This is an optimization exercise on Yosys and OpenROAD, whose aim is small area and a short achievable clock period, not a production implementation.
Where RTL was checked, it was by simulation tests only, not by an equivalence proof against the original.
The clock input has no modelled driver; a real chip could not lean on it and would need a root buffer or a full tree.
Power and IR drop assume default switching activity.

==> 06-10 <==
// mini_cnn
module mini_cnn (
    input         clk,
    input         reset,
    input  [7:0]  pxl_in,
    input  [7:0]  k00, k01, k02,
    input  [7:0]  k10, k11, k12,
    input  [7:0]  k20, k21, k22,
    input  [15:0] w0, w1, w2, w3,
    input  [15:0] bias,
    output [15:0] pool_out,
    output [15:0] fc_out,
    output reg    out_valid
);
    reg [4:0] ph;       
    reg       full;     
    always @(posedge clk or posedge reset) begin
        if (reset) begin
            ph <= 5'd24;
            full <= 1'b0;
            out_valid <= 1'b0;
        end else begin
            ph <= (ph == 5'd24) ? 5'd0 : ph + 5'd1;
            if (ph == 5'd23) full <= 1'b1;
            out_valid <= full & ((ph == 5'd0) | (ph == 5'd12));
        end
    end
    reg [5:0] tsel;    
    reg [2:0] bsel;    
    always @(*) begin
        case (ph)
            5'd0: begin tsel = 6'b010000; bsel = 3'b010; end
            5'd1: begin tsel = 6'b010000; bsel = 3'b100; end
            5'd2: begin tsel = 6'b010000; bsel = 3'b001; end
            5'd3: begin tsel = 6'b010000; bsel = 3'b010; end
            5'd4: begin tsel = 6'b010000; bsel = 3'b100; end
            5'd5: begin tsel = 6'b100000; bsel = 3'b001; end
            5'd6: begin tsel = 6'b100000; bsel = 3'b010; end
            5'd7: begin tsel = 6'b100000; bsel = 3'b100; end
            5'd8: begin tsel = 6'b000000; bsel = 3'b000; end
            5'd9: begin tsel = 6'b000001; bsel = 3'b001; end
            5'd10: begin tsel = 6'b000001; bsel = 3'b010; end
            5'd11: begin tsel = 6'b000001; bsel = 3'b100; end
            5'd12: begin tsel = 6'b000010; bsel = 3'b001; end
  ...
clock: 13.0 ns
lec_check: 0
cap_margin: 50
core_margin: 2
core_utilization: 65
cts_buf_list: sky130_fd_sc_hd__clkbuf_8 sky130_fd_sc_hd__clkbuf_16
cts_cluster_diameter: 60
cts_cluster_size: 30
slew_margin: 70
synth_hierarchical: 1
synth_minimum_keep_size: 0
standard.sh (not shown) runs the stock make flow with config.mk's settings and CLKGATE_MAP_FILE= SYNTH_SCRIPT=/design/flow/synth_recipe.tcl, a recipe that flattens the netlist after the stock synthesis.
==> flow/flow/run.sh <==
#!/bin/bash
# The standard ORFS layout with these changes:
#  - port buffers are the smallest buffer (buf_1),
#  - clock tree synthesis without dummy loads,
#  - after clock tree synthesis the tree's root buffer is removed, so the clock
#    port drives the tree's first-level buffers directly (flow/noroot.tcl), and
#    each of these is split in two, so that the port drives four buffers, each
#    driving the nearer half of the leaf buffers (flow/split.tcl),
#  - the multiplier operand flops get drive strength 2 (flow/upsize.tcl),
#  - the output port buffers get drive strength 2 (flow/outbuf.tcl).
# Each tool's output goes to its own log here.
set -uo pipefail
bash standard.sh synth > synth.log 2>&1 || exit 1
CTS="-sink_clustering_enable -repair_clock_nets -sink_clustering_size 30 -sink_clustering_max_diameter 60"
CTS="$CTS -buf_list {sky130_fd_sc_hd__clkbuf_8 sky130_fd_sc_hd__clkbuf_16} -dont_use_dummy_load"
bash standard.sh "BUFFER_PORTS_ARGS=-buffer_cell sky130_fd_sc_hd__buf_1" \
  "CTS_ARGS=$CTS" "POST_CTS_TCL=$PWD/flow/post_cts.tcl" finish > layout.log 2>&1 || exit 1
==> flow/flow/split.tcl <==
set block [ord::get_db_block]
set clk [[$block findBTerm clk] getNet]
set mids {}
foreach it [$clk getITerms] { if {[$it isInputSignal]} { lappend mids [$it getInst] } }
if {[llength $mids] == 2} {
  set made 0
  foreach m $mids {
    set out [[$m findITerm X] getNet]
    set loads {}
    foreach it [$out getITerms] { if {[$it isInputSignal]} { lappend loads $it } }
    if {[llength $loads] < 4} continue
    set xs {}; set ys {}
    foreach it $loads { lassign [[$it getInst] getLocation] x y; lappend xs $x; lappend ys $y }
    set sx [expr {[tcl::mathfunc::max {*}$xs] - [tcl::mathfunc::min {*}$xs]}]
    set sy [expr {[tcl::mathfunc::max {*}$ys] - [tcl::mathfunc::min {*}$ys]}]
    set idx [expr {$sx >= $sy ? 0 : 1}]
    set keyed {}
    foreach it $loads { lappend keyed [list [lindex [[$it getInst] getLocation] $idx] $it] }
    set keyed [lsort -integer -index 0 $keyed]
    set half [expr {[llength $keyed] / 2}]
    set first [lrange $keyed 0 [expr {$half - 1}]]
    set second [lrange $keyed $half end]
    set name "[$m getName]_split"
    set nb [odb::dbInst_create $block [$m getMaster] $name]
    set nn [odb::dbNet_create $block "${name}_net"]
    $nn setSigType CLOCK
    [$nb findITerm A] connect $clk
    [$nb findITerm X] connect $nn
    set cx 0; set cy 0
    foreach e $second { set it [lindex $e 1]; $it disconnect; $it connect $nn
      lassign [[$it getInst] getLocation] x y; set cx [expr {$cx + $x}]; set cy [expr {$cy + $y}] }
    set n2 [llength $second]
    $nb setLocation [expr {$cx / $n2}] [expr {$cy / $n2}]
    $nb setPlacementStatus PLACED
    set cx 0; set cy 0
    foreach e $first { lassign [[[lindex $e 1] getInst] getLocation] x y; set cx [expr {$cx + $x}]; set cy [expr {$cy + $y}] }
    set n1 [llength $first]
    $m setLocation [expr {$cx / $n1}] [expr {$cy / $n1}]
    incr made
  }
  if {$made} {
    global_connect
    detailed_placement
    estimate_parasitics -placement
  }
  puts "split: clock port now drives [expr {2 + $made}] buffers"
}
Other scripts of this flow, unchanged in this note and not shown: flow/flow/noroot.tcl, flow/flow/outbuf.tcl, flow/flow/post_cts.tcl, flow/flow/upsize.tcl
==> 10-26: changes against 06-10 <==
--- a/flow/design.v
+++ b/flow/design.v
@@ -764,44 +764,57 @@
             5'd0: begin ld = 1'b1; widx = 2'd0; end
             5'd3: begin ld = 1'b1; widx = 2'd1; end
             5'd6: begin ld = 1'b1; widx = 2'd2; end
             5'd9: begin ld = 1'b1; widx = 2'd3; end
             default: begin ld = 1'b0; widx = 2'd0; end
         endcase
     end
-    reg [5:0] wdig;    
+    reg [11:0] dsel;   
     always @(*) begin
+        dsel = 12'd0;
         case (ph)
-            5'd13: wdig = {1'b0, w0[4:0]};
-            5'd14: wdig = {1'b0, w0[9:5]};
-            5'd15: wdig = w0[15:10];
-            5'd16: wdig = {1'b0, w1[4:0]};
-            5'd17: wdig = {1'b0, w1[9:5]};
-            5'd18: wdig = w1[15:10];
-            5'd19: wdig = {1'b0, w2[4:0]};
-            5'd20: wdig = {1'b0, w2[9:5]};
-            5'd21: wdig = w2[15:10];
-            5'd22: wdig = {1'b0, w3[4:0]};
-            5'd23: wdig = {1'b0, w3[9:5]};
-            5'd24: wdig = w3[15:10];
-            5'd0: wdig = {1'b0, w0[4:0]};
-            5'd1: wdig = {1'b0, w0[9:5]};
-            5'd2: wdig = w0[15:10];
-            5'd3: wdig = {1'b0, w1[4:0]};
-            5'd4: wdig = {1'b0, w1[9:5]};
-            5'd5: wdig = w1[15:10];
-            5'd6: wdig = {1'b0, w2[4:0]};
-            5'd7: wdig = {1'b0, w2[9:5]};
-            5'd8: wdig = w2[15:10];
-            5'd9: wdig = {1'b0, w3[4:0]};
-            5'd10: wdig = {1'b0, w3[9:5]};
-            5'd11: wdig = w3[15:10];
-            default: wdig = 6'd0;
+            5'd13: dsel[0] = 1'b1;
+            5'd14: dsel[1] = 1'b1;
+            5'd15: dsel[2] = 1'b1;
+            5'd16: dsel[3] = 1'b1;
+            5'd17: dsel[4] = 1'b1;
+            5'd18: dsel[5] = 1'b1;
+            5'd19: dsel[6] = 1'b1;
+            5'd20: dsel[7] = 1'b1;
+            5'd21: dsel[8] = 1'b1;
+            5'd22: dsel[9] = 1'b1;
+            5'd23: dsel[10] = 1'b1;
+            5'd24: dsel[11] = 1'b1;
+            5'd0: dsel[0] = 1'b1;
+            5'd1: dsel[1] = 1'b1;
+            5'd2: dsel[2] = 1'b1;
+            5'd3: dsel[3] = 1'b1;
+            5'd4: dsel[4] = 1'b1;
+            5'd5: dsel[5] = 1'b1;
+            5'd6: dsel[6] = 1'b1;
+            5'd7: dsel[7] = 1'b1;
+            5'd8: dsel[8] = 1'b1;
+            5'd9: dsel[9] = 1'b1;
+            5'd10: dsel[10] = 1'b1;
+            5'd11: dsel[11] = 1'b1;
+            default: ;
         endcase
     end
+    wire [5:0] wdig = ({6{dsel[0]}} & {1'b0, w0[4:0]})
+        | ({6{dsel[1]}} & {1'b0, w0[9:5]})
+        | ({6{dsel[2]}} & w0[15:10])
+        | ({6{dsel[3]}} & {1'b0, w1[4:0]})
+        | ({6{dsel[4]}} & {1'b0, w1[9:5]})
+        | ({6{dsel[5]}} & w1[15:10])
+        | ({6{dsel[6]}} & {1'b0, w2[4:0]})
+        | ({6{dsel[7]}} & {1'b0, w2[9:5]})
+        | ({6{dsel[8]}} & w2[15:10])
+        | ({6{dsel[9]}} & {1'b0, w3[4:0]})
+        | ({6{dsel[10]}} & {1'b0, w3[9:5]})
+        | ({6{dsel[11]}} & w3[15:10]);
     reg [15:0] dsh;    
     reg [5:0] wd;      
     always @(posedge clk) begin
         dsh <= ld ? {1'b0, relu} : {dsh[10:0], 5'd0};
         wd  <= wdig;
     end
     reg grp_first0, grp_first1;     
@@ -910,15 +923,15 @@
     wire cf5, cf6;
     csa_ffa u_cf5 (fp0_4, fp1_4, fp2_4, cf5, cf6);
     wire cf7, cf8;
     csa_han u_cf7 (fp3_4, fp4_4, cf7, cf8);
     wire cf9, cf10;
     csa_ffa u_cf9 (fp0_5, fp1_5, fp2_5, cf9, cf10);
     wire cf11, cf12;
-    csa_fa u_cf11 (fp3_5, fp4_5, fb5, cf11, cf12);
+    csa_ffa u_cf11 (fp3_5, fp4_5, fb5, cf11, cf12);
     wire cf13, cf14;
     csa_ffa u_cf13 (fp0_6, fp1_6, fp2_6, cf13, cf14);
     wire cf15, cf16;
     csa_ffa u_cf15 (fp3_6, fp4_6, fb6, cf15, cf16);
     wire cf17, cf18;
     csa_ffa u_cf17 (fp0_7, fp1_7, fp2_7, cf17, cf18);
     wire cf19, cf20;
@@ -948,23 +961,23 @@
     wire cf43, cf44;
     csa_ffa u_cf43 (fp3_13, fp4_13, fb13, cf43, cf44);
     wire cf45, cf46;
     csa_ffa u_cf45 (fp0_14, fp1_14, fp2_14, cf45, cf46);
     wire cf47, cf48;
     csa_ffa u_cf47 (fp3_14, fp4_14, fb14, cf47, cf48);
     wire cf49, cf50;
-    csa_fa u_cf49 (fp2_15, fp3_15, fp4_15, cf49, cf50);
+    csa_ffa u_cf49 (fp2_15, fp3_15, fp4_15, cf49, cf50);
     wire cf51, cf52;
     csa_ffa u_cf51 (fp5_15, fb15, cf1, cf51, cf52);
     wire cf53, cf54;
     csa_han u_cf53 (fp0_2, fp1_2, cf53, cf54);
     wire cf55, cf56;
     csa_ffa u_cf55 (fp2_3, fp3_3, fb3, cf55, cf56);
     wire cf57, cf58;
-    csa_fa u_cf57 (fb4, cf7, cf4, cf57, cf58);
+    csa_ffa u_cf57 (fb4, cf7, cf4, cf57, cf58);
     wire cf59, cf60;
     csa_ffa u_cf59 (cf8, cf6, cf9, cf59, cf60);
     wire cf61, cf62;
     csa_ffa u_cf61 (cf10, cf13, cf15, cf61, cf62);
     wire cf63, cf64;
     csa_ffa u_cf63 (cf14, cf17, cf19, cf63, cf64);
     wire cf65, cf66;
==> flow/flow/run.sh (replaced) <==
#!/bin/bash
# The standard ORFS layout with these changes:
#  - port buffers are the smallest buffer (buf_1),
#  - clock tree synthesis with clkbuf_8 buffers, clusters of at most 16 sinks,
#    and without dummy loads,
#  - after clock tree synthesis the tree's root buffer is removed, so the clock
#    port drives the tree's first-level buffers directly (flow/noroot.tcl), and
#    if there are two of them, each is split in two, so that the port drives
#    four buffers, each driving the nearer half of the leaf buffers; these
#    first-level buffers are then clkbuf_16 (flow/split.tcl),
#  - the multiplier operand flops get drive strength 2 (flow/upsize.tcl),
#  - the output port buffers get drive strength 2 (flow/outbuf.tcl).
# Each tool's output goes to its own log here.
set -uo pipefail
bash standard.sh synth > synth.log 2>&1 || exit 1
CTS="-sink_clustering_enable -repair_clock_nets -sink_clustering_size 16 -sink_clustering_max_diameter 50"
CTS="$CTS -buf_list {sky130_fd_sc_hd__clkbuf_8} -dont_use_dummy_load"
bash standard.sh "BUFFER_PORTS_ARGS=-buffer_cell sky130_fd_sc_hd__buf_1" \
  "CTS_ARGS=$CTS" "POST_CTS_TCL=$PWD/flow/post_cts.tcl" finish > layout.log 2>&1 || exit 1
--- a/flow/flow/split.tcl
+++ b/flow/flow/split.tcl
@@ -41,7 +41,19 @@
   if {$made} {
     global_connect
     detailed_placement
     estimate_parasitics -placement
   }
   puts "split: clock port now drives [expr {2 + $made}] buffers"
 }
+
+# The buffers the clock port drives get the largest clock buffer.
+set clk [[[ord::get_db_block] findBTerm clk] getNet]
+set up 0
+foreach it [$clk getITerms] {
+  if {[$it isInputSignal] && [[[$it getInst] getMaster] getName] ne "sky130_fd_sc_hd__clkbuf_16"} {
+    replace_cell [get_cells [[$it getInst] getName]] sky130_fd_sc_hd__clkbuf_16
+    incr up
+  }
+}
+if {$up} { detailed_placement; estimate_parasitics -placement }
+puts "split: $up first-level clock buffers to clkbuf_16"
==> 03-19: changes against 06-10 <==
--- a/flow/design.v
+++ b/flow/design.v
@@ -764,44 +764,57 @@
             5'd0: begin ld = 1'b1; widx = 2'd0; end
             5'd3: begin ld = 1'b1; widx = 2'd1; end
             5'd6: begin ld = 1'b1; widx = 2'd2; end
             5'd9: begin ld = 1'b1; widx = 2'd3; end
             default: begin ld = 1'b0; widx = 2'd0; end
         endcase
     end
-    reg [5:0] wdig;    
+    reg [11:0] dsel;   
     always @(*) begin
+        dsel = 12'd0;
         case (ph)
-            5'd13: wdig = {1'b0, w0[4:0]};
-            5'd14: wdig = {1'b0, w0[9:5]};
-            5'd15: wdig = w0[15:10];
-            5'd16: wdig = {1'b0, w1[4:0]};
-            5'd17: wdig = {1'b0, w1[9:5]};
-            5'd18: wdig = w1[15:10];
-            5'd19: wdig = {1'b0, w2[4:0]};
-            5'd20: wdig = {1'b0, w2[9:5]};
-            5'd21: wdig = w2[15:10];
-            5'd22: wdig = {1'b0, w3[4:0]};
-            5'd23: wdig = {1'b0, w3[9:5]};
-            5'd24: wdig = w3[15:10];
-            5'd0: wdig = {1'b0, w0[4:0]};
-            5'd1: wdig = {1'b0, w0[9:5]};
-            5'd2: wdig = w0[15:10];
-            5'd3: wdig = {1'b0, w1[4:0]};
-            5'd4: wdig = {1'b0, w1[9:5]};
-            5'd5: wdig = w1[15:10];
-            5'd6: wdig = {1'b0, w2[4:0]};
-            5'd7: wdig = {1'b0, w2[9:5]};
-            5'd8: wdig = w2[15:10];
-            5'd9: wdig = {1'b0, w3[4:0]};
-            5'd10: wdig = {1'b0, w3[9:5]};
-            5'd11: wdig = w3[15:10];
-            default: wdig = 6'd0;
+            5'd13: dsel[0] = 1'b1;
+            5'd14: dsel[1] = 1'b1;
+            5'd15: dsel[2] = 1'b1;
+            5'd16: dsel[3] = 1'b1;
+            5'd17: dsel[4] = 1'b1;
+            5'd18: dsel[5] = 1'b1;
+            5'd19: dsel[6] = 1'b1;
+            5'd20: dsel[7] = 1'b1;
+            5'd21: dsel[8] = 1'b1;
+            5'd22: dsel[9] = 1'b1;
+            5'd23: dsel[10] = 1'b1;
+            5'd24: dsel[11] = 1'b1;
+            5'd0: dsel[0] = 1'b1;
+            5'd1: dsel[1] = 1'b1;
+            5'd2: dsel[2] = 1'b1;
+            5'd3: dsel[3] = 1'b1;
+            5'd4: dsel[4] = 1'b1;
+            5'd5: dsel[5] = 1'b1;
+            5'd6: dsel[6] = 1'b1;
+            5'd7: dsel[7] = 1'b1;
+            5'd8: dsel[8] = 1'b1;
+            5'd9: dsel[9] = 1'b1;
+            5'd10: dsel[10] = 1'b1;
+            5'd11: dsel[11] = 1'b1;
+            default: ;
         endcase
     end
+    wire [5:0] wdig = ({6{dsel[0]}} & {1'b0, w0[4:0]})
+        | ({6{dsel[1]}} & {1'b0, w0[9:5]})
+        | ({6{dsel[2]}} & w0[15:10])
+        | ({6{dsel[3]}} & {1'b0, w1[4:0]})
+        | ({6{dsel[4]}} & {1'b0, w1[9:5]})
+        | ({6{dsel[5]}} & w1[15:10])
+        | ({6{dsel[6]}} & {1'b0, w2[4:0]})
+        | ({6{dsel[7]}} & {1'b0, w2[9:5]})
+        | ({6{dsel[8]}} & w2[15:10])
+        | ({6{dsel[9]}} & {1'b0, w3[4:0]})
+        | ({6{dsel[10]}} & {1'b0, w3[9:5]})
+        | ({6{dsel[11]}} & w3[15:10]);
     reg [15:0] dsh;    
     reg [5:0] wd;      
     always @(posedge clk) begin
         dsh <= ld ? {1'b0, relu} : {dsh[10:0], 5'd0};
         wd  <= wdig;
     end
     reg grp_first0, grp_first1;     
==> flow/flow/run.sh (replaced) <==
#!/bin/bash
# The standard ORFS layout with these changes:
#  - port buffers are the smallest buffer (buf_1),
#  - clock tree synthesis with clkbuf_8 buffers, clusters of at most 16 sinks,
#    and without dummy loads,
#  - after clock tree synthesis the tree's root buffer is removed, so the clock
#    port drives the tree's first-level buffers directly (flow/noroot.tcl), and
#    if there are two of them, each is split in two, so that the port drives
#    four buffers, each driving the nearer half of the leaf buffers; these
#    first-level buffers are then clkbuf_16 (flow/split.tcl),
#  - the multiplier operand flops get drive strength 2 (flow/upsize.tcl),
#  - the output port buffers get drive strength 2 (flow/outbuf.tcl).
# Each tool's output goes to its own log here.
set -uo pipefail
bash standard.sh synth > synth.log 2>&1 || exit 1
CTS="-sink_clustering_enable -repair_clock_nets -sink_clustering_size 16 -sink_clustering_max_diameter 50"
CTS="$CTS -buf_list {sky130_fd_sc_hd__clkbuf_8} -dont_use_dummy_load"
bash standard.sh "BUFFER_PORTS_ARGS=-buffer_cell sky130_fd_sc_hd__buf_1" \
  "CTS_ARGS=$CTS" "POST_CTS_TCL=$PWD/flow/post_cts.tcl" finish > layout.log 2>&1 || exit 1
--- a/flow/flow/split.tcl
+++ b/flow/flow/split.tcl
@@ -41,7 +41,19 @@
   if {$made} {
     global_connect
     detailed_placement
     estimate_parasitics -placement
   }
   puts "split: clock port now drives [expr {2 + $made}] buffers"
 }
+
+# The buffers the clock port drives get the largest clock buffer.
+set clk [[[ord::get_db_block] findBTerm clk] getNet]
+set up 0
+foreach it [$clk getITerms] {
+  if {[$it isInputSignal] && [[[$it getInst] getMaster] getName] ne "sky130_fd_sc_hd__clkbuf_16"} {
+    replace_cell [get_cells [[$it getInst] getName]] sky130_fd_sc_hd__clkbuf_16
+    incr up
+  }
+}
+if {$up} { detailed_placement; estimate_parasitics -placement }
+puts "split: $up first-level clock buffers to clkbuf_16"
- CORE_UTILIZATION: 65 -> 80
==> comparison <==
Between 06-10 and 03-19, the lower synthesized cell count is in 06-10 (gap 1.2%, measured against 03-19). Clock power: 10-26 is lower than 06-10 (17%). In 10-26 the final cell count is larger than in 06-10, by about 1.2%. Final area, highest first: 06-10, 10-26, 03-19. Of 10-26 and 06-10, 10-26 has the higher hold slack (gap 0.052 ns). The lowest sequential share of layout area belongs to 06-10, the highest to 03-19. Critical path depth: 03-19 is higher than 10-26 (10). Synthesized area, lowest first: 06-10, 03-19, 10-26.
==> figures <==
metric	06-10	03-19	10-26
Run status	complete, no violations	complete, no violations	complete, no violations
Last element of the critical path	pool_out[14]	acc_fc[14]	pool_out[10]
Maximum number of pins on one net before global-route repair	33	34	34
Net Count, Synth	2089	2110	2112
Global-route wire length before repair	69200 microns	76600 microns	67900 microns
Clk power	664 uW	545 uW	550 uW
Placeable core region	27100 sq um	22400 sq um	27600 sq um
Floorplan die height	170 microns	154 microns	171 microns
Final weighted congestion in routability-driven placement	0.908	0.961	0.919
Met2 track utilization from global routing	53.2%	71.6%	52.1%
Storage cell area	6660 sq um	6660 sq um	6660 sq um
Top layer used by detailed routing	met4	met5	met4
Post-Route M1 WL	18000 microns	17100 microns	18100 microns
Met1 track utilization from global routing	39.4%	45.8%	37.3%
Initial antenna violation count	1	2	2
Die area	29100 sq um	23900 sq um	29200 sq um
Placement-stage worst setup slack	9.22 ns	9.37 ns	9.40 ns
Non-Filler Cell Area, Final	19900 sq um	19600 sq um	19800 sq um
No functional check of the RTL was part of 10-26.

## separate check: timing with driven ports
How much do the figures lean on ideal ports? The routed layouts below were timed once more, with nothing changed but the port constraints.
Step 1: set_driving_cell puts a clkbuf_16 on clk and a buf_2 on each other input, an assumption about the parent block.
Step 2 times the ports against the registers' clock, not the clock port: input delays grow and output delays shrink by t, the midpoint of the rising clock arrivals with the driver on.
a / b / c = no drivers / after step 1 / after step 2; a / b = the first two.
run	shift t [ns]	slack for setup (ns)	worst setup path after step 2
06-10	0.422	9.480 / 9.368 / 9.170	input to register
10-26	0.391	9.473 / 9.385 / 9.353	input to register
03-19	0.412	9.370 / 9.263 / 9.330	input to register
After both steps every run listed still meets setup and hold. For 06-10, which loses most, drivers alone change the setup slack by -0.112 ns; drivers and shift together by -0.310 ns.
